Background: an optimization exercise with open tools, aiming at small area, a short achievable clock period and few clock cycles. Do not read the settings as production practice. Function was checked by simulation only, so behaviour that the tests miss may differ from the original. Power and IR drop assume default switching activity.

`design/flow/standard.sh`:
```
#!/bin/bash
# synth_recipe.tcl (not shown) runs the flow's synth.tcl, then flattens the netlist and writes it again
# the make line also repeats each setting of config.mk as NAME=value (left out here)
make -C /OpenROAD-flow-scripts/flow DESIGN_CONFIG=/design/flow/config.mk WORK_HOME=/design/flow/orfs CLKGATE_MAP_FILE= SYNTH_SCRIPT=/design/flow/synth_recipe.tcl "${@:-finish}"
```
`design/flow/config.mk`:
```
export PLATFORM = sky130hd
export DESIGN_NAME = riscv_pipeline
export DESIGN_NICKNAME = riscv_pipeline
export VERILOG_FILES = /design/flow/design.v
export SDC_FILE = /design/flow/constraint.sdc
export NUM_CORES = 8
export LEC_CHECK = 0
export CAP_MARGIN = 20
export CORE_MARGIN = 2
export CORE_UTILIZATION = 55
export PLACE_DENSITY = 0.68
export SLEW_MARGIN = 20
```
`design/flow/flow/knobs.txt`:
```
SETUP_SLACK_MARGIN=7.8
CTS_ARGS=-sink_clustering_enable -repair_clock_nets -dont_use_dummy_load -buf_list {sky130_fd_sc_hd__clkbuf_4 sky130_fd_sc_hd__clkbuf_8}
BUFFER_PORTS_ARGS=-buffer_cell sky130_fd_sc_hd__buf_2
```
`design/flow/flow/run.sh`:
```
#!/bin/bash
set -euo pipefail
ARGS=()
while IFS= read -r line; do
  [[ -z "$line" || "$line" == \#* ]] && continue
  ARGS+=("$line")
done < flow/knobs.txt
bash standard.sh "${ARGS[@]}" finish > standard_flow.log 2>&1
```
`design/flow/constraint.sdc`:
```
create_clock -name core_clock -period 12.0 [get_ports {clk}]
set_input_delay 2.4000 -clock core_clock [delete_from_list [all_inputs] [get_ports {clk}]]
set_output_delay 2.4000 -clock core_clock [all_outputs]
set_load 0.01 [all_outputs]
```
`design/flow/design.v`:
```
module pfx_add #(
    parameter int N = 32
) (
    input  logic [N-1:0] a,
    input  logic [N-1:0] b,
    input  logic         cin,
    output logic [N-1:0] s,
    output logic         cout
);
    localparam int L = (N <= 2) ? 1 : (N <= 4) ? 2 : (N <= 8) ? 3 : (N <= 16) ? 4 : (N <= 32) ? 5 : 6;
    logic [N-1:0] p, g;
    assign p = a ^ b;
    assign g = a & b;
    logic [N-1:0] gl [0:L];
    logic [N-1:0] pl [0:L];
    assign gl[0] = {g[N-1:1], g[0] | (p[0] & cin)};
    assign pl[0] = p;
    for (genvar l = 0; l < L; l++) begin : g_lvl
        for (genvar i = 0; i < N; i++) begin : g_bit
            if (i >= (1 << l)) begin : g_op
                assign gl[l+1][i] = gl[l][i] | (pl[l][i] & gl[l][i-(1<<l)]);
                assign pl[l+1][i] = pl[l][i] & pl[l][i-(1<<l)];
            end else begin : g_pass
                assign gl[l+1][i] = gl[l][i];
                assign pl[l+1][i] = pl[l][i];
            end
        end
    end
    assign s    = p ^ {gl[L][N-2:0], cin};
    assign cout = gl[L][N-1];
endmodule
module pfx_incdec #(
    parameter int N = 20
) (
    input  logic [N-1:0] x,
    input  logic         sgn,
    input  logic         cin,
    output logic [N-1:0] s
);
    localparam int L = (N <= 2) ? 1 : (N <= 4) ? 2 : (N <= 8) ? 3 : (N <= 16) ? 4 : (N <= 32) ? 5 : 6;
    logic [N-1:0] ol [0:L];
    logic [N-1:0] zl [0:L];
    assign ol[0] = x;
    assign zl[0] = ~x;
    for (genvar l = 0; l < L; l++) begin : g_lvl
        for (genvar i = 0; i < N; i++) begin : g_bit
            if (i >= (1 << l)) begin : g_op
                assign ol[l+1][i] = ol[l][i] & ol[l][i-(1<<l)];
                assign zl[l+1][i] = zl[l][i] & zl[l][i-(1<<l)];
            end else begin : g_pass
                assign ol[l+1][i] = ol[l][i];
                assign zl[l+1][i] = zl[l][i];
            end
        end
    end
    logic [N-1:0] inc, dec;
    assign inc = x ^ {ol[L][N-2:0], 1'b1};
    assign dec = x ^ {zl[L][N-2:0], 1'b1};
    assign s = (sgn == cin) ? x : cin ? inc : dec;
endmodule
module pfx_inc #(
    parameter int N = 30
) (
    input  logic [N-1:0] x,
    output logic [N-1:0] s
);
    localparam int L = (N <= 2) ? 1 : (N <= 4) ? 2 : (N <= 8) ? 3 : (N <= 16) ? 4 : (N <= 32) ? 5 : 6;
    logic [N-1:0] ol [0:L];
    assign ol[0] = x;
    for (genvar l = 0; l < L; l++) begin : g_lvl
        for (genvar i = 0; i < N; i++) begin : g_bit
            if (i >= (1 << l)) begin : g_op
                assign ol[l+1][i] = ol[l][i] & ol[l][i-(1<<l)];
            end else begin : g_pass
                assign ol[l+1][i] = ol[l][i];
            end
        end
    end
    assign s = x ^ {ol[L][N-2:0], 1'b1};
endmodule
module pfx_cmp (
    input  logic [31:0] a,
    input  logic [31:0] b,
    output logic        eq,
    output logic        ltu,
    output logic        lts
);
    logic [31:0] l0, e0;
    logic [15:0] l1, e1;
    logic [7:0]  l2, e2;
    logic [3:0]  l3, e3;
    logic [1:0]  l4, e4;
    assign l0 = ~a & b;
    assign e0 = ~(a ^ b);
    for (genvar j = 0; j < 16; j++) begin : g1
        assign l1[j] = l0[2*j+1] | (e0[2*j+1] & l0[2*j]);
        assign e1[j] = e0[2*j+1] & e0[2*j];
    end
    for (genvar j = 0; j < 8; j++) begin : g2
        assign l2[j] = l1[2*j+1] | (e1[2*j+1] & l1[2*j]);
        assign e2[j] = e1[2*j+1] & e1[2*j];
    end
    for (genvar j = 0; j < 4; j++) begin : g3
        assign l3[j] = l2[2*j+1] | (e2[2*j+1] & l2[2*j]);
        assign e3[j] = e2[2*j+1] & e2[2*j];
    end
    for (genvar j = 0; j < 2; j++) begin : g4
        assign l4[j] = l3[2*j+1] | (e3[2*j+1] & l3[2*j]);
        assign e4[j] = e3[2*j+1] & e3[2*j];
    end
    assign ltu = l4[1] | (e4[1] & l4[0]);
    assign eq  = e4[1] & e4[0];
    assign lts = ltu ^ (a[31] ^ b[31]);
endmodule
module riscv_pipeline #(
    parameter DATA_WIDTH = 32,
    parameter ADDR_WIDTH = 32
) (
    input  logic                        clk,
    input  logic                        rst_n,
    output logic [ADDR_WIDTH-1:0]       imem_addr,
    input  logic [DATA_WIDTH-1:0]       imem_rdata,
    output logic [ADDR_WIDTH-1:0]       dmem_addr,
    output logic [DATA_WIDTH-1:0]       dmem_wdata,
    output logic                        dmem_we,
    output logic                        dmem_re,
    input  logic [DATA_WIDTH-1:0]       dmem_rdata,
    output logic                        wb_valid,
    output logic [4:0]                  wb_rd,
    output logic [DATA_WIDTH-1:0]       wb_data
);
    logic [31:2] x_nxt;          
    logic [31:2] x_oth;          
    logic        x_pred;         
    logic [31:0] x_a;            
    logic [31:0] x_b;            
    logic [11:0] x_off;          
    logic [4:0]  x_rd;
    logic        x_we;           
    logic        x_jmp;          
    logic        x_ld, x_st, x_br;
    logic [2:0]  x_f3;           
    logic        x_alt;          
    logic        x_sub;          
    logic [31:0] m_addr;         
    logic [31:0] m_val;          
    logic [4:0]  m_rd;
    logic        m_we, m_ld, m_st;
    logic [31:0] x_res;          
    logic [31:0] m_wdata;        
    logic [31:2] npc;            
    logic        stall;          
    logic [31:0] rf [1:31];
    logic [31:1] rf_v;
    for (genvar i = 1; i < 32; i++) begin : g_rf
        always_ff @(posedge clk)
            if (m_we && m_rd == i) rf[i] <= m_wdata;
        always_ff @(posedge clk or negedge rst_n)
            if (!rst_n) rf_v[i] <= 1'b0;
            else if (m_we && m_rd == i) rf_v[i] <= 1'b1;
    end
    assign npc = x_nxt;
    assign imem_addr = {npc, 2'b00};
    logic [31:0] ins;
    assign ins = imem_rdata;
    logic [4:0] f_op, f_rd, f_rs1, f_rs2;
    logic [2:0] f_f3;
    assign f_op  = ins[6:2];
    assign f_rd  = ins[11:7];
    assign f_f3  = ins[14:12];
    assign f_rs1 = ins[19:15];
    assign f_rs2 = ins[24:20];
    logic f_lui, f_auipc, f_jal, f_jalr, f_br, f_ld, f_st, f_opi, f_opr;
    assign f_lui   = (f_op == 5'b01101);
    assign f_auipc = (f_op == 5'b00101);
    assign f_jal   = (f_op == 5'b11011);
    assign f_jalr  = (f_op == 5'b11001);
    assign f_br    = (f_op == 5'b11000);
    assign f_ld    = (f_op == 5'b00000);
    assign f_st    = (f_op == 5'b01000);
    assign f_opi   = (f_op == 5'b00100);
    assign f_opr   = (f_op == 5'b01100);
    logic [31:0] imm_i, imm_s, imm_b, imm_u, imm_j;
    assign imm_i = {{20{ins[31]}}, ins[31:20]};
    assign imm_s = {{20{ins[31]}}, ins[31:25], ins[11:7]};
    assign imm_b = {{19{ins[31]}}, ins[31], ins[7], ins[30:25], ins[11:8], 1'b0};
    assign imm_u = {ins[31:12], 12'b0};
    assign imm_j = {{11{ins[31]}}, ins[31], ins[19:12], ins[20], ins[30:21], 1'b0};
    logic [31:0] rf_r1, rf_r2;
    always_comb begin
        rf_r1 = '0;
        rf_r2 = '0;
        for (int i = 1; i < 32; i++) begin
            rf_r1 = rf_r1 | (rf[i] & {32{rf_v[i] && f_rs1 == i}});
            rf_r2 = rf_r2 | (rf[i] & {32{rf_v[i] && f_rs2 == i}});
        end
    end
    logic f_x1, f_x2, f_m1, f_m2;
    assign f_x1 = x_we && x_rd == f_rs1;
    assign f_x2 = x_we && x_rd == f_rs2;
    assign stall = x_ld && ((f_x1 && !(f_lui || f_auipc || f_jal)) || (f_x2 && (f_opr || f_br || f_st)));
    assign f_m1 = m_we && m_rd == f_rs1;
    assign f_m2 = m_we && m_rd == f_rs2;
    logic        f_use1, f_use2;     
    logic [31:0] f_oth1, f_oth2;
    logic        f_fa, f_fb;         
    assign f_fa   = f_x1 && !(f_auipc || f_lui || f_jal);
    assign f_fb   = f_x2 && !(f_opi || f_lui || f_auipc || f_jal || f_jalr);
    assign f_use1 = !(f_auipc || f_lui || f_jal || f_x1 || f_m1);
    assign f_use2 = !(f_opi || f_lui || f_auipc || f_jal || f_jalr || f_x2 || f_m2);
    assign f_oth1 = f_fa ? x_res : (f_auipc | f_jal) ? {npc, 2'b00} : f_lui ? 32'd0 : m_wdata;
    assign f_oth2 = f_fb ? x_res : (f_opi | f_jalr) ? imm_i : f_jal ? imm_j :
                    (f_lui | f_auipc) ? imm_u : m_wdata;
    logic [31:2] f_tgt;
    logic        f_cb;
    pfx_add #(.N(11)) u_tgt_lo (.a(npc[12:2]), .b(imm_b[12:2]), .cin(1'b0), .s(f_tgt[12:2]), .cout(f_cb));
    pfx_incdec #(.N(19)) u_tgt_hi (.x(npc[31:13]), .sgn(ins[31]), .cin(f_cb), .s(f_tgt[31:13]));
    logic [31:2] f_pc4;
    pfx_inc #(.N(30)) u_pc4 (.x(npc), .s(f_pc4));
    logic        f_pred;              
    logic        f_go;                
    assign f_pred = f_br & ins[31];
    assign f_go   = !x_jmp && !stall && !(x_br && (b_cond != x_pred));
    logic        s_tgt, s_pc4, s_oth, s_addr, s_hold;
    logic [31:2] nxt_d;
    assign s_tgt  = f_go && f_pred;
    assign s_pc4  = f_go && !f_pred;
    assign s_oth  = x_br && (b_cond != x_pred);
    assign s_addr = x_jmp;
    assign s_hold = stall;
    assign nxt_d  = (f_tgt & {30{s_tgt}}) | (f_pc4 & {30{s_pc4}}) | (x_oth & {30{s_oth}}) |
                    (sum[31:2] & {30{s_addr}}) | (x_nxt & {30{s_hold}});
    always_ff @(posedge clk or negedge rst_n) begin
        if (!rst_n) begin
            x_nxt  <= 30'd0;              
            x_pred <= 1'b0;
            x_we   <= 1'b0;
            x_ld   <= 1'b0;
            x_st   <= 1'b0;
            x_br   <= 1'b0;
            x_jmp  <= 1'b0;
        end else begin
            x_nxt  <= nxt_d;
            x_pred <= f_go && f_pred;
            x_we   <= f_go && (f_lui | f_auipc | f_jal | f_jalr | f_ld | f_opi | f_opr) && f_rd != 5'd0;
            x_ld   <= f_go && f_ld;
            x_st   <= f_go && f_st;
            x_br   <= f_go && f_br;
            x_jmp  <= f_go && (f_jal | f_jalr);
        end
    end
    always_ff @(posedge clk) begin
        x_oth  <= f_pred ? f_pc4 : f_tgt;
        x_rd   <= f_rd;
        x_f3   <= (f_lui | f_auipc | f_jal) ? 3'b000 : f_f3;
        x_alt  <= ins[30] & (f_opr | (f_opi & f_f3 == 3'b101));
        x_sub  <= ins[30] & f_opr & f_f3 == 3'b000;
        x_a    <= f_use1 ? rf_r1 : f_oth1;
        x_b    <= f_use2 ? rf_r2 : f_oth2;
        x_off  <= f_st ? imm_s[11:0] : imm_i[11:0];
    end
    logic [31:0] a, b;
    assign a = x_a;
    assign b = x_b;
    logic [31:0] addr_sum;
    logic        addr_c;
    pfx_add #(.N(12)) u_addr_lo (.a(a[11:0]), .b(x_off), .cin(1'b0), .s(addr_sum[11:0]), .cout(addr_c));
    pfx_incdec #(.N(20)) u_addr_hi (.x(a[31:12]), .sgn(x_off[11]), .cin(addr_c), .s(addr_sum[31:12]));
    logic [31:0] sum;
    logic        sum_c;
    pfx_add #(.N(32)) u_sum (.a(a), .b(b ^ {32{x_sub}}), .cin(x_sub), .s(sum), .cout(sum_c));
    logic b_eq, slt, sltu, b_cond;
    pfx_cmp u_cmp (.a(a), .b(b), .eq(b_eq), .ltu(sltu), .lts(slt));
    always_comb begin
        case (x_f3)
            3'b000:  b_cond = b_eq;
            3'b001:  b_cond = !b_eq;
            3'b100:  b_cond = slt;
            3'b101:  b_cond = !slt;
            3'b110:  b_cond = sltu;
            3'b111:  b_cond = !sltu;
            default: b_cond = 1'b0;
        endcase
    end
    logic        sh_left;
    logic [31:0] sh_in, sh_r, sh_out;
    assign sh_left = (x_f3 == 3'b001);
    always_comb begin
        for (int i = 0; i < 32; i++) sh_in[i] = sh_left ? a[31-i] : a[i];
    end
    assign sh_r = 32'($signed({x_alt & a[31], sh_in}) >>> b[4:0]);
    always_comb begin
        for (int i = 0; i < 32; i++) sh_out[i] = sh_left ? sh_r[31-i] : sh_r[i];
    end
    logic [31:0] alu;
    always_comb begin
        case (x_f3)
            3'b000:  alu = sum;
            3'b001:  alu = sh_out;
            3'b010:  alu = {31'd0, slt};
            3'b011:  alu = {31'd0, sltu};
            3'b100:  alu = a ^ b;
            3'b101:  alu = sh_out;
            3'b110:  alu = a | b;
            default: alu = a & b;
        endcase
    end
    assign x_res = x_jmp ? {x_nxt, 2'b00} : alu;
    always_ff @(posedge clk or negedge rst_n) begin
        if (!rst_n) begin
            m_we <= 1'b0;
            m_ld <= 1'b0;
            m_st <= 1'b0;
        end else begin
            m_we <= x_we;
            m_ld <= x_ld;
            m_st <= x_st;
        end
    end
    always_ff @(posedge clk) begin
        m_addr <= addr_sum;
        m_val  <= x_st ? b : x_res;
        m_rd   <= x_rd;
    end
    assign dmem_addr  = m_addr;
    assign dmem_wdata = m_val;
    assign dmem_we    = m_st;
    assign dmem_re    = m_ld;
    assign m_wdata = m_ld ? dmem_rdata : m_val;
    logic        t_valid;
    logic [4:0]  t_rd;
    logic [31:0] t_data;
    always_ff @(posedge clk or negedge rst_n)
        if (!rst_n) t_valid <= 1'b0;
        else        t_valid <= m_we;
    always_ff @(posedge clk) begin
        t_rd   <= m_rd;
        t_data <= m_wdata;
    end
    assign wb_valid = t_valid;
    assign wb_rd    = t_rd;
    assign wb_data  = t_data;
endmodule
```
==> run notes, run 1 <==
* Status: no timing/DRC/antenna violations
* CP Capture Type: flip-flop
* Io pins at 202
* Synthesized instance count at 5088
* Sequential Area at 0.0361 mm^2
* Predominant post-synthesis flop cell: edfxtp_1
* Pwr dens at ~160 mW/mm^2
* Initial DRC Count at 13190
* Area of the multi-input gates at around 0.026 mm^2
* Leakage at roughly 25 nW
* Yosys top cell area share at 47.8%
* CTS tree: done
* Largest net degree at the start of global routing at 72
* Critical path launch point type: input port
* Antenna Violating Nets Remaining at 0
* Clock latency (worst-skew pair) at 0.94 ns
* Worst-path clk slew at 0.06 ns
* Clock power share at 26.3%
* Root Buffer: clkbuf_8
* Worst rel slew slack at 19.8%
* CTS Buffer Depth at 3
* Min Tclk post-route at 4.37 ns
* MaxCap Viol Count at 0
* Clk sinks at 1285
* Ys async rst share at 5.53%
* Post-Syn Area at just over 0.06 mm^2
* # setup viols final at 0
* Area Growth Syn to Fin at 13.3%
* CP required at 12.77 ns
* Core Region at between 0.1 and 0.15 mm^2
* Fill cell count at 8778
* Met3 Resource Use GR at 26.8%
* Final Max Slew Viols at 0
* Residual DRC at 0
* Row count at 123
* RSZ-0062 raised after global routing: yes
* HP Class: reg -> reg
* Ratio of cells with drive above 1 in the final layout at 21.1%
* Sequential Power Share at between 40% and 50%
* Post-synthesis cell type count at 97
* Switching part of the total at 33.8%
* Final Hold Slack at ~0.4 ns
* GRT Total Usage at 51.6%
* Area contributors post-synth: edfxtp_1 (48%), dfxtp_1 (7.1%), a221oi_1 (5.8%)
* Yosys Warn Count at 19
* Die X at between 300 and 400 um
* Die footprint at 0.116 mm^2
* M2 GR Usage at 71.4%
* Setup CP Type: in -> reg
* Power Internal at 0.00770 W
* Worst-path fanout max at 20
* Total CTS buffers at ~200
* Total Nets Final at 5522
* Routed len/inst at 45.4 um
* Syn_area_per_cell at 12.3 um^2
* Fmax at 0.229 GHz
* Total wire length at 309000 um
* H-Tree Depth at 4
* Commonest cells post-synth: edfxtp_1 (992), a221oi_1 (414), a22o_1 (400)
* Initial cell density of the core at 55.4%
* Worst-margin pin slew at 1.17 ns
* Seq cells post-synth at 1285
* Final TNS setup at 0 ns
* Top-count cell post-synth: edfxtp_1
* Vias in the first global route at 52171
* VDD IR max at 0.122 mV
* Vias/cell at 8.32
* Cell taking the most area after synthesis: edfxtp_1
* Number of antenna violations at the first check in global routing at 24
* Grt met1 use at 59.8%
* First drt pass iteration count at 21
* Via Count at 56741
* Worst EP arrival at 5.14 ns
* Period utilization at 36.5%
* Die Ht at roughly 340 um
* Post-synthesis sequential area ratio at just under 60%
* GP Congestion at 1.05
* Dpl hpwl at roughly 180000 um
* Hold_buf cts at 0
* Psw at 0.00394 W
* First-pass GRT wire length at a little over 400000 um
* Post-synth EDFFs at a little under 1000
* Combinational Power Share at 24.8%
* Flop-to-flop setup slack at 7.75 ns
* Gr ovfl total at 0
* Clock skew at ~0.11 ns
* Port Buffers at 197
* Grt peak-use layer: met2
* Hold Violations, Final at 0
[worst max-delay path, stage by stage]
cell and delay (ns):
buf_4 0.22, nor2b_2 0.44, and3_4 0.70, buf_4 0.51, a22o_1 0.21, a221oi_1 0.05, nand4_1 0.28, o21ai_4 0.17
o21ai_0 0.10
[logic make-up after synthesis]
logic type | synth area share [%]
fa+ha+maj | 3.11
flops | 57.8
other cells | 0.00602
buf+inv | 3.57
mux | 3.76
compound gates | 20.7
xor+xnor | 2.28
simple gates | 8.78
[cell type report]
| cell class | count | area share [%] |
|---|---|---|
| antenna | 16 | 0.0567 |
| clock buffer | 201 | 3.92 |
| inverter | 130 | 0.732 |
| multi-input combinational | 3245 | 36.6 |
| sequential | 1285 | 51.1 |
| tap | 1500 | 2.66 |
| timing repair buffer | 440 | 4.93 |
[power by group through the flow]
stage / clock network, W / registers [W] / logic, W
global placement: 0 / 0.00573 / 0.00253
finish: 0.00306 / 0.00570 / 0.00289
global route: 0.00322 / 0.00570 / 0.00299
detailed placement: 0 / 0.00574 / 0.00256
CTS: 0.00303 / 0.00566 / 0.00264
floorplan: 0 / 0.00556 / 0.00150
[layer usage]
layer  vias up  share of wire [%]
met5         -               0.16
met4        33                 11
met3      2244                 18
met2      6738                 40
met1     26860                 31
li1      20866                  -
[metrics by stage]
stage	total power [W]	cells	setup WS (ns)	area, um^2	util [%]
after CTS	0.0113	6744	7.71	69300	61.6
final	0.0116	6817	7.63	70600	62.8
after global routing	0.0119	6803	7.72	70600	62.7
after detailed placement	0.00829	6519	6.03	65300	58.1
after floorplan	0.00706	5089	7.24	63000	-
after global placement	0.00827	6519	6.06	65300	58.1
[what timing repair did]
action,4_1_cts,5_1_grt
cloned,1,6
buffers inserted,23,51
gates resized for setup,242,194
setup endpoints to repair,149,122
pin swaps,14,44
[sequential cells by signal, summed over array words and instances (netlist names), 3 cells and up]
register	flops
x_a	32
rf_v	31
m_rd	5
m_addr	32
rf	992
t_rd	5
x_oth	30
x_b	32
x_rd	5
x_f3	3
x_nxt	30
m_val	32
t_data	32
x_off	12
[cell usage in the layout, fill, tap and decap left out, drive strengths merged, types with 123 or more instances in the layout]
cell      n
a21oi   187
a221oi  422
a22o    400
buf     430
clkbuf  211
dfxtp   222
edfxtp  992
ha      150
inv     123
nand2   245
nand4   129
nor2    238
o21ai   178
[worst paths after layout]
path,startpoint,to,depth (start not counted)
worst max-delay path,imem_rdata[20],x_b[12],9
worst min-delay path,x_ld,m_ld,0
worst max register to register,x_sub,m_val[15],12
worst min register to register,x_ld,m_ld,0
max in group asynchronous,rst_n,x_nxt[23],1
min in group asynchronous,rst_n,rf_v[11],1
Testbench counts, summed over its fixed seeds: cycles 33,074.
==> run 2: changes to the inputs <==
==> design/flow/flow/run.sh (replaced) <==
#!/bin/bash
set -euo pipefail
ARGS=()
while IFS= read -r line; do
  [[ -z "$line" || "$line" == \#* ]] && continue
  ARGS+=("${line//@FLOW@/$PWD/flow}")
done < flow/knobs.txt
bash standard.sh "${ARGS[@]}" finish > standard_flow.log 2>&1
==> design/flow/flow/knobs.txt (replaced) <==
SETUP_SLACK_MARGIN=7.6
CTS_ARGS=-sink_clustering_enable -repair_clock_nets -dont_use_dummy_load -buf_list {sky130_fd_sc_hd__clkbuf_4 sky130_fd_sc_hd__clkbuf_8}
BUFFER_PORTS_ARGS=-buffer_cell sky130_fd_sc_hd__buf_2
LAYER_PARASITICS_FILE=@FLOW@/setRC_pess.tcl
==> design/flow/flow/setRC_pess.tcl (new file) <==
# The platform's layer RC (platforms/sky130hd/setRC.tcl) with the wire
# resistance and capacitance raised by 30%, for the placement and repair
# estimates only: the estimates from placement and global routing fall short
# of the parasitics extracted from the routed layout, so the repairs aim a
# little past them.
set_layer_rc -layer li1 -capacitance [expr 1.3 * 1.499e-04] -resistance [expr 1.3 * 7.176e-02]
set_layer_rc -layer met1 -capacitance [expr 1.3 * 1.72375E-04] -resistance [expr 1.3 * 8.929e-04]
set_layer_rc -layer met2 -capacitance [expr 1.3 * 1.36233E-04] -resistance [expr 1.3 * 8.929e-04]
set_layer_rc -layer met3 -capacitance [expr 1.3 * 2.14962E-04] -resistance [expr 1.3 * 1.567e-04]
set_layer_rc -layer met4 -capacitance [expr 1.3 * 1.48128E-04] -resistance [expr 1.3 * 1.567e-04]
set_layer_rc -layer met5 -capacitance [expr 1.3 * 1.54087E-04] -resistance [expr 1.3 * 1.781e-05]

set_layer_rc -via mcon -resistance 9.249146E-3
set_layer_rc -via via -resistance 4.5E-3
set_layer_rc -via via2 -resistance 3.368786E-3
set_layer_rc -via via3 -resistance 0.376635E-3
set_layer_rc -via via4 -resistance 0.00580E-3

set_wire_rc -signal -layer met1
set_wire_rc -clock -layer met3
--- a/design/flow/config.mk
+++ b/design/flow/config.mk
@@ -7,6 +7,6 @@
 export LEC_CHECK = 0
 export CAP_MARGIN = 20
 export CORE_MARGIN = 2
-export CORE_UTILIZATION = 55
-export PLACE_DENSITY = 0.68
+export CORE_UTILIZATION = 50
+export PLACE_DENSITY = 0.65
 export SLEW_MARGIN = 20
==> run notes, run 2 <==
* Status: no timing/DRC/antenna violations
* Setup CP Type: in -> reg
* CP required at 12.77 ns (about the same)
* Most common cell after layout, fill and taps aside: edfxtp_1
* Final TNS setup at 0 ns (unchanged)
* Via Count at 56973 (+0.41%)
* Worst EP arrival at 5.16 ns (+0.02 ns)
* Port Buffers at 197 (unchanged)
* HP Class: reg -> reg
* Period utilization at 36.6% (+0.16 points)
* # setup viols final at 0 (unchanged)
* CTS tree: done
* Core Region at 0.124 mm^2 (+9.9%)
* Yosys top cell area share at 47.8% (unchanged)
* Syn_area_per_cell at 12.3 um^2 (unchanged)
* Number of flip-flops in the largest register at 992 (unchanged)
* Root Buffer: clkbuf_8
* Pwr dens at 167 mW/mm^2 (+1.2%)
* Hold_buf cts at 0 (unchanged)
* Area contributors post-synth: edfxtp_1 (48%), dfxtp_1 (7.1%), a221oi_1 (5.8%)
* RSZ-0062 raised after global routing: yes
* Io pins at 202 (unchanged)
* Largest Register: rf
* Top-count cell post-synth: edfxtp_1
* Flop-to-flop setup slack at 7.70 ns (-0.05 ns)
* Worst-path clk slew at 0.06 ns (about the same)
* H-Tree Depth at 4 (unchanged)
* Largest net degree at the start of global routing at 59 (-18%)
* GP Congestion at 1.05 (-0.11%)
* Residual DRC at 0 (unchanged)
* Gr ovfl total at 0 (unchanged)
* Row count at 129 (+4.9%)
* Antenna Violating Nets Remaining at 0 (unchanged)
* Clk sinks at 1285 (unchanged)
* First-pass GRT wire length at 423000 um (+2.7%)
* Vias/cell at 8.06 (-3.2%)
* Leakage at 25.6 nW (+2.2%)
* Final instance area at 0.0719 mm^2 (+1.8%)
* Worst rel slew slack at 25.2% (+5.4 points)
* Final Max Slew Viols at 0 (unchanged)
* Clock skew at 0.187 ns (+0.0803 ns)
* MaxCap Viol Count at 0 (unchanged)
* Commonest cells post-synth: edfxtp_1 (992), a221oi_1 (414), a22o_1 (400)
* Ys async rst share at 5.53% (unchanged)
* Worst-path fanout max at 6 (-70%)
* Core Util, Final at 58.1% (-4.7 points)
* Post-Syn Area at 0.0623 mm^2 (unchanged)
* Initial cell density of the core at 50.4% (-5.0 points)
* Post-synthesis sequential area ratio at 57.8% (unchanged)
* Area Growth Syn to Fin at 15.3%
* Predominant post-synthesis flop cell: edfxtp_1
* First drt pass iteration count at 15 (-29%)
* Die footprint at 0.128 mm^2 (+9.9%)
* Critical path launch point type: input port
* Hold Violations, Final at 0 (unchanged)
* Total Nets Final at 5634 (+2.0%)
* Vias in the first global route at 52380 (+0.40%)
* Synthesized instance count at 5088 (unchanged)
* Post-synth EDFFs at 992 (unchanged)
* Placed cell areas at 0.0660 mm^2 (+1.1%)
* Most frequent cells in the layout: edfxtp_1 (992), a221oi_1 (405), a22o_1 (400), nand2_1 (237)
* Initial DRC Count at 13676 (+3.7%)
* Seq cells post-synth at 1285 (unchanged)
* Total CTS buffers at 232 (+15%)
* Number of antenna violations at the first check in global routing at 19 (-21%)
* Total wire length at 319000 um (+3.2%)
* Yosys Warn Count at 19 (unchanged)
* Routed len/inst at 45.1 um (-0.51%)
* Ratio of cells with drive above 1 in the final layout at 22.9% (+1.8 points)
* Post-synthesis cell type count at 97 (unchanged)
* Clock latency (worst-skew pair) at 1.04 ns (+0.10 ns)
* CP Capture Type: flip-flop
* Die X at 357 um (+4.8%)
* Min Tclk post-route at 4.39 ns (+0.0191 ns)
* GRT Total Usage at 48.5% (-3.0 points)
* Dpl hpwl at 193000 um (+8.9%)
* Die Ht at 357 um (+4.8%)
* Cell taking the most area after synthesis: edfxtp_1
* Fmax at 0.228 GHz (-0.43%)
* CTS Buffer Depth at 3 (unchanged)
* Worst-margin pin slew at 1.12 ns (-0.0469 ns)
* VDD IR max at 0.194 mV (+60%)
[run 2: cell counts after synthesis]
No cell type changed its count.
[run 2: logic make-up (layout without fill, tap and decap cells)]
group,Yosys count,after routing,share of synthesized area (%)
compound gates,1657,1657,20.7
flops,1285,1285,57.8
simple gates,1094,1097,8.78
fa+ha+maj,153,153,3.11
other cells,1,20,0.00602
mux,176,176,3.76
buf+inv,560,881,3.57
xor+xnor,162,162,2.28
[run 2: worst paths after layout]
| kind | start | endpoint | cells past startpoint |
|---|---|---|---|
| min in group asynchronous | rst_n | x_nxt[14] | 1 |
| setup reg to reg | x_a[15] | x_nxt[15] | 14 |
| hold / removal | x_rd[0] | m_rd[0] | 0 |
| max in group asynchronous | rst_n | x_jmp | 2 |
| setup / recovery | imem_rdata[25] | x_nxt[29] | 13 |
| hold reg to reg | x_rd[0] | m_rd[0] | 0 |
[run 2: final cells by class]
type                            instances  area, um^2
Sequential cell                      1285       36100
Timing Repair Buffer                  519        4070
Tap cell                             1637        2050
Inverter                              130         520
Antenna cell                           18        45.0
Fill cell                           10140       51800
Clock buffer                          232        3190
Multi-Input combinational cell       3247       25900
[run 2: critical path, stage by stage]
cell      delay [ns]
buf_2           0.20
ha_1            0.29
o21ai_1         0.13
nor2_2          0.07
o311a_4         0.40
o21ai_4         0.23
nand4_1         0.24
nor4_4          0.29
nand2_4         0.14
o22a_1          0.22
xnor2_1         0.14
a221oi_1        0.27
o21ai_1         0.12
[run 2: through the flow]
| stage | hold WS [ns] | power [W] | std cells | setup WS, ns |
|---|---|---|---|---|
| CTS | 0.391 | 0.0123 | 6985 | 7.48 |
| detailed placement | 0.386 | 0.00834 | 6728 | 5.97 |
| global route | 0.411 | 0.0130 | 7052 | 7.46 |
| floorplan | 0.329 | 0.00705 | 5089 | 7.24 |
| finish | 0.387 | 0.0120 | 7068 | 7.61 |
| global placement | 0.380 | 0.00865 | 6724 | 5.61 |
[run 2: per-layer routing]
metal  share of wire (%)  track usage, %
met1                  31            55.3
met2                  40            67.2
met3                  18            24.7
met4                  12            40.9
met5                0.27            3.22
[run 2: where the power goes]
part	switching (W)	internal [W]	total, W
Sequential	0.000389	0.00527	0.00566
Clock	0.00167	0.00167	0.00334
Combinational	0.00199	0.00100	0.00299
Total	0.00405	0.00795	0.0120
[run 2: repair_timing]
item / CTS / global route
resized for setup: 226 / 209
endpoints found under the setup margin: 156 / 131
buffers inserted: 23 / 58
gates cloned: 2 / 5
endpoints found under the hold margin: 0 / 0
pin swaps: 20 / 49
==> run 3: changes to the inputs <==
--- a/design/flow/design.v
+++ b/design/flow/design.v
@@ -151,13 +151,9 @@
     logic [31:2] npc;            
     logic        stall;          
     logic [31:0] rf [1:31];
-    logic [31:1] rf_v;
     for (genvar i = 1; i < 32; i++) begin : g_rf
         always_ff @(posedge clk)
-            if (m_we && m_rd == i) rf[i] <= m_wdata;
-        always_ff @(posedge clk or negedge rst_n)
-            if (!rst_n) rf_v[i] <= 1'b0;
-            else if (m_we && m_rd == i) rf_v[i] <= 1'b1;
+            if ((m_we && m_rd == i) || !rst_n) rf[i] <= m_wdata;
     end
     assign npc = x_nxt;
     assign imem_addr = {npc, 2'b00};
@@ -188,12 +184,16 @@
     assign imm_j = {{11{ins[31]}}, ins[31], ins[19:12], ins[20], ins[30:21], 1'b0};
     logic [31:0] rf_r1, rf_r2;
     always_comb begin
-        rf_r1 = '0;
-        rf_r2 = '0;
-        for (int i = 1; i < 32; i++) begin
-            rf_r1 = rf_r1 | (rf[i] & {32{rf_v[i] && f_rs1 == i}});
-            rf_r2 = rf_r2 | (rf[i] & {32{rf_v[i] && f_rs2 == i}});
+        logic [31:0] lo1, hi1, lo2, hi2;
+        lo1 = '0; hi1 = '0; lo2 = '0; hi2 = '0;
+        for (int i = 0; i < 16; i++) begin
+            if (i != 0) lo1 = lo1 | (rf[i] & {32{f_rs1[3:0] == i}});
+            hi1 = hi1 | (rf[16+i] & {32{f_rs1[3:0] == i}});
+            if (i != 0) lo2 = lo2 | (rf[i] & {32{f_rs2[3:0] == i}});
+            hi2 = hi2 | (rf[16+i] & {32{f_rs2[3:0] == i}});
         end
+        rf_r1 = f_rs1[4] ? hi1 : lo1;
+        rf_r2 = f_rs2[4] ? hi2 : lo2;
     end
     logic f_x1, f_x2, f_m1, f_m2;
     assign f_x1 = x_we && x_rd == f_rs1;
@@ -308,18 +308,19 @@
     assign x_res = x_jmp ? {x_nxt, 2'b00} : alu;
     always_ff @(posedge clk or negedge rst_n) begin
         if (!rst_n) begin
-            m_we <= 1'b0;
-            m_ld <= 1'b0;
-            m_st <= 1'b0;
+            m_we  <= 1'b0;
+            m_ld  <= 1'b0;
+            m_st  <= 1'b0;
+            m_val <= 32'd0;               
         end else begin
-            m_we <= x_we;
-            m_ld <= x_ld;
-            m_st <= x_st;
+            m_we  <= x_we;
+            m_ld  <= x_ld;
+            m_st  <= x_st;
+            m_val <= x_st ? b : x_res;
         end
     end
     always_ff @(posedge clk) begin
         m_addr <= addr_sum;
-        m_val  <= x_st ? b : x_res;
         m_rd   <= x_rd;
     end
     assign dmem_addr  = m_addr;
==> design/flow/flow/run.sh (replaced) <==
#!/bin/bash
set -euo pipefail
ARGS=()
while IFS= read -r line; do
  [[ -z "$line" || "$line" == \#* ]] && continue
  ARGS+=("$line")
done < flow/knobs.txt
bash standard.sh "${ARGS[@]}" finish > standard_flow.log 2>&1
==> design/flow/flow/knobs.txt (replaced) <==
SETUP_SLACK_MARGIN=7.8
CTS_ARGS=-sink_clustering_enable -repair_clock_nets -dont_use_dummy_load -buf_list {sky130_fd_sc_hd__clkbuf_4 sky130_fd_sc_hd__clkbuf_8}
BUFFER_PORTS_ARGS=-buffer_cell sky130_fd_sc_hd__buf_2
--- a/design/flow/config.mk
+++ b/design/flow/config.mk
@@ -7,6 +7,6 @@
 export LEC_CHECK = 0
 export CAP_MARGIN = 20
 export CORE_MARGIN = 2
-export CORE_UTILIZATION = 50
-export PLACE_DENSITY = 0.65
+export CORE_UTILIZATION = 55
+export PLACE_DENSITY = 0.68
 export SLEW_MARGIN = 20
removed: design/flow/flow/setRC_pess.tcl
==> run notes, run 3 <==
* Row count at 122 (-5.4%)
* Power, Total at 0.0145 W (+21%)
* Gr ovfl total at 0 (unchanged)
* Flop-to-flop setup slack at 7.69 ns (about the same)
* Non-filler instance count after layout at 6938 (-1.8%)
* RSZ-0062 raised after global routing: yes
* Synthesized instance count at 5232 (+2.8%)
* VDD IR max at 0.117 mV (-40%)
* First drt pass iteration count at 13 (-2)
* Pwr dens at 207 mW/mm^2 (+24%)
* CTS tree: done
* Number of antenna violations at the first check in global routing at 13 (-6)
* Most common cell after layout, fill and taps aside: edfxtp_1
* CTS Buffer Depth at 3 (unchanged)
* Fmax at 0.232 GHz (+1.9%)
* # setup viols final at 0 (unchanged)
* Ys async rst share at 5.74% (+0.22 points)
* Worst-path fanout max at 30 (+24)
* Hold_buf cts at 0 (unchanged)
* Fill cell count at 8625 (-15%)
* Min Tclk post-route at 4.31 ns (-0.0826 ns)
* Initial DRC Count at 11087 (-19%)
* Vias in the first global route at 51349 (-2.0%)
* Largest Register: rf
* Worst EP arrival at 5.17 ns (about the same)
* Area contributors post-synth: edfxtp_1 (48%), a22oi_1 (6.7%), dfxtp_1 (6.2%)
* Clock latency (worst-skew pair) at 0.94 ns (-0.10 ns)
* Yosys Warn Count at 19 (unchanged)
* Die Ht at 339 um (-5.0%)
* HP Class: reg -> reg
* H-Tree Depth at 4 (unchanged)
* Antenna Violating Nets Remaining at 0 (unchanged)
* Ratio of cells with drive above 1 in the final layout at 17.9% (-5.0 points)
* Worst reg2reg startpoint: x_f3[0]
* Hold Violations, Final at 0 (unchanged)
* Final instance area at 0.0699 mm^2 (-2.7%)
* Leakage at 25.0 nW (-2.4%)
* GRT Total Usage at 46.9% (-1.6 points)
* Crit path launch: x_f3[0]
* Port Buffers at 197 (unchanged)
* Post-synthesis sequential area ratio at 57.3% (-0.45 points)
* Post-Place Cells at 6669 (-0.88%)
* Post-Syn Area at 0.0618 mm^2 (-0.94%)
* Predominant post-synthesis flop cell: edfxtp_1
* Placed cell areas at 0.0651 mm^2 (-1.4%)
* Die footprint at 0.115 mm^2 (-9.8%)
* Vias/cell at 7.88 (-2.2%)
* GP Congestion at 1.10 (+4.9%)
* Final Max Slew Viols at 0 (unchanged)
* Hold path cells at 0 (unchanged)
* Worst-margin pin slew at 1.22 ns (+0.0980 ns)
* HP Start: x_rd[4]
* Status: no timing/DRC/antenna violations
* Initial cell density of the core at 55.6% (+5.2 points)
* Yosys top cell area share at 48.2% (+0.45 points)
* Worst-path clk slew at 0.06 ns (about the same)
* Register-to-Register Path Depth at 12 (-2)
* Die X at 339 um (-5.0%)
* Total Nets Final at 5654 (+0.35%)
* Seq cells post-synth at 1254 (-2.4%)
* Final TNS setup at 0 ns (unchanged)
* Routed len/inst at 40.1 um (-11%)
* Total CTS buffers at 197 (-15%)
* Cell taking the most area after synthesis: edfxtp_1
* Area Growth Syn to Fin at 13.3%
* Total wire length at 278000 um (-13%)
* Critical path launch point type: flip-flop
* CP required at 12.86 ns (+0.09 ns)
* Top-count cell post-synth: edfxtp_1
* Io pins at 202 (unchanged)
* Post-synth EDFFs at 992 (unchanged)
* Residual DRC at 0 (unchanged)
* Period utilization at 35.9% (-0.69 points)
* Worst rel slew slack at 18.3% (-6.8 points)
* Syn_area_per_cell at 11.8 um^2 (-3.7%)
* Post-synthesis cell type count at 88 (-9.3%)
* CP Capture Type: flip-flop
* Clk sinks at 1254 (-2.4%)
* Most frequent cells in the layout: edfxtp_1 (992), a22oi_1 (550), nand2_1 (302), a21oi_1 (270), nor2_1 (222)
* Via Count at 54671 (-4.0%)
* Largest net degree at the start of global routing at 65 (+10%)
* MaxCap Viol Count at 0 (unchanged)
* Number of flip-flops in the largest register at 992 (unchanged)
* First-pass GRT wire length at 382000 um (-9.7%)
* Dpl hpwl at 160000 um (-17%)
* Clock skew at 0.0956 ns (-0.0913 ns)
* Core Region at 0.111 mm^2 (-10%)
* Commonest cells post-synth: edfxtp_1 (992), a22oi_1 (555), clkbuf_1 (344)
* Core Util, Final at 63.0% (+4.9 points)
* Setup CP Type: reg -> reg
* Root Buffer: clkbuf_8
run 3: cell count changes in the layout (fill, tap and decap cells not counted), moves of 65 or more:
cell | before | now
a22oi_1 | 109 | 550
a22o_1 | 400 | 156
a221oi_1 | 405 | 172
a21oi_1 | 177 | 270
buf_4 | 236 | 149
nand2_1 | 237 | 302
run 3: what timing repair did:
action,in CTS,in global routing
resized for setup,232,114
setup buffers,24,21
gates cloned,3,5
setup endpoints to repair,149,137
pin swaps,20,12
run 3: through the flow:
stage | worst slack, ns | hold slack, ns
2_1_floorplan | 7.63 | 0.329
3_3_place_gp | 5.47 | 0.388
3_5_place_dp | 5.43 | 0.386
4_1_cts | 7.65 | 0.399
5_1_grt | 7.74 | 0.413
6_report | 7.69 | 0.401
run 3: power breakdown:
| group | leakage (nW) | switching, W | total [W] | internal (W) |
|---|---|---|---|---|
| clock | 1.42 | 0.00154 | 0.00298 | 0.00144 |
| combinational | 11.1 | 0.00306 | 0.00448 | 0.00142 |
| sequential | 12.5 | 0.000862 | 0.00700 | 0.00614 |
| total | 25.0 | 0.00546 | 0.0145 | 0.00899 |
run 3: layout make-up:
type	instances	area (um^2)	area share (%)
antenna	17	42.5	0.0608
tap	1488	1860	2.66
clock buffer	197	2710	3.88
sequential	1254	35500	50.7
inverter	153	594	0.850
timing repair buffer	418	3420	4.89
multi-input combinational	3411	25900	37.0
run 3: logic make-up after synthesis:
| kind of cell | count (synthesis) | share of synthesized area [%] |
|---|---|---|
| AOI/OAI and AO/OA | 1833 | 21.6 |
| xor gates and xnor gates | 169 | 2.40 |
| adders and majority gates | 153 | 3.14 |
| buffers and inverters | 569 | 3.56 |
| DFF | 1254 | 57.3 |
| muxes | 156 | 3.35 |
| other | 1 | 0.00607 |
| and+or+nand+nor | 1097 | 8.61 |
run 3: final timing paths:
path	to
max	x_a[31]
min	m_rd[4]
max reg2reg	x_a[31]
min reg2reg	m_rd[4]
max in group asynchronous	x_nxt[24]
min in group asynchronous	m_ld
run 3: per-layer routing:
layer  track usage (%)  routed length, um  vias to the layer above
li1                  -                  -                    21278
met2              68.5             117000                     5803
met4              37.3              27700                       12
met5                 0                215                        -
met3              17.3              45100                     1575
met1              55.9              88200                    26003
run 3: worst max-delay path, cell delays in order (launching register included):
cell and delay [ns]:
dfxtp_1 0.48, buf_8 0.27, nor3b_4 0.22, clkbuf_8 0.37
mux2i_2 0.50, nand2_1 0.10, a22oi_1 0.51, a2bb2oi_1 0.20
o221ai_1 0.32, o21ai_0 0.80, a21oi_2 0.16, o21ai_0 0.22
o2bb2ai_1 0.13
Testbench counts of run 3, summed over its fixed seeds: cycles 33,074.

[static timing again, ports no longer ideal]
How much do the figures lean on ideal ports? The routed layouts below were timed once more, with nothing changed but the port constraints. Step 1, drivers: a clkbuf_16 drives clk and a buf_2 each remaining input, both assumed. Step 2 moves the port delays by t, midway between the first and last clock arrival at a register: inputs arrive t later, outputs are due t later. That takes back most of the time a late clock gives input paths. a / b / c = ideal ports / drivers / drivers and shift; a / b = the first two.
run | t (ns) | setup slack, ns | worst register clock-pin slew, ns
run 1 | 0.960 | 7.626 / 7.675 / 6.715 | 0.07 / 0.07
run 2 | 1.022 | 7.607 / 7.624 / 6.602 | 0.07 / 0.07
run 3 | 0.960 | 7.689 / 7.677 / 6.717 | 0.07 / 0.07
After both steps setup and hold are still met in every run listed. For run 2, which loses most, drivers alone change the setup slack by +0.017 ns; drivers and shift together by -1.005 ns.
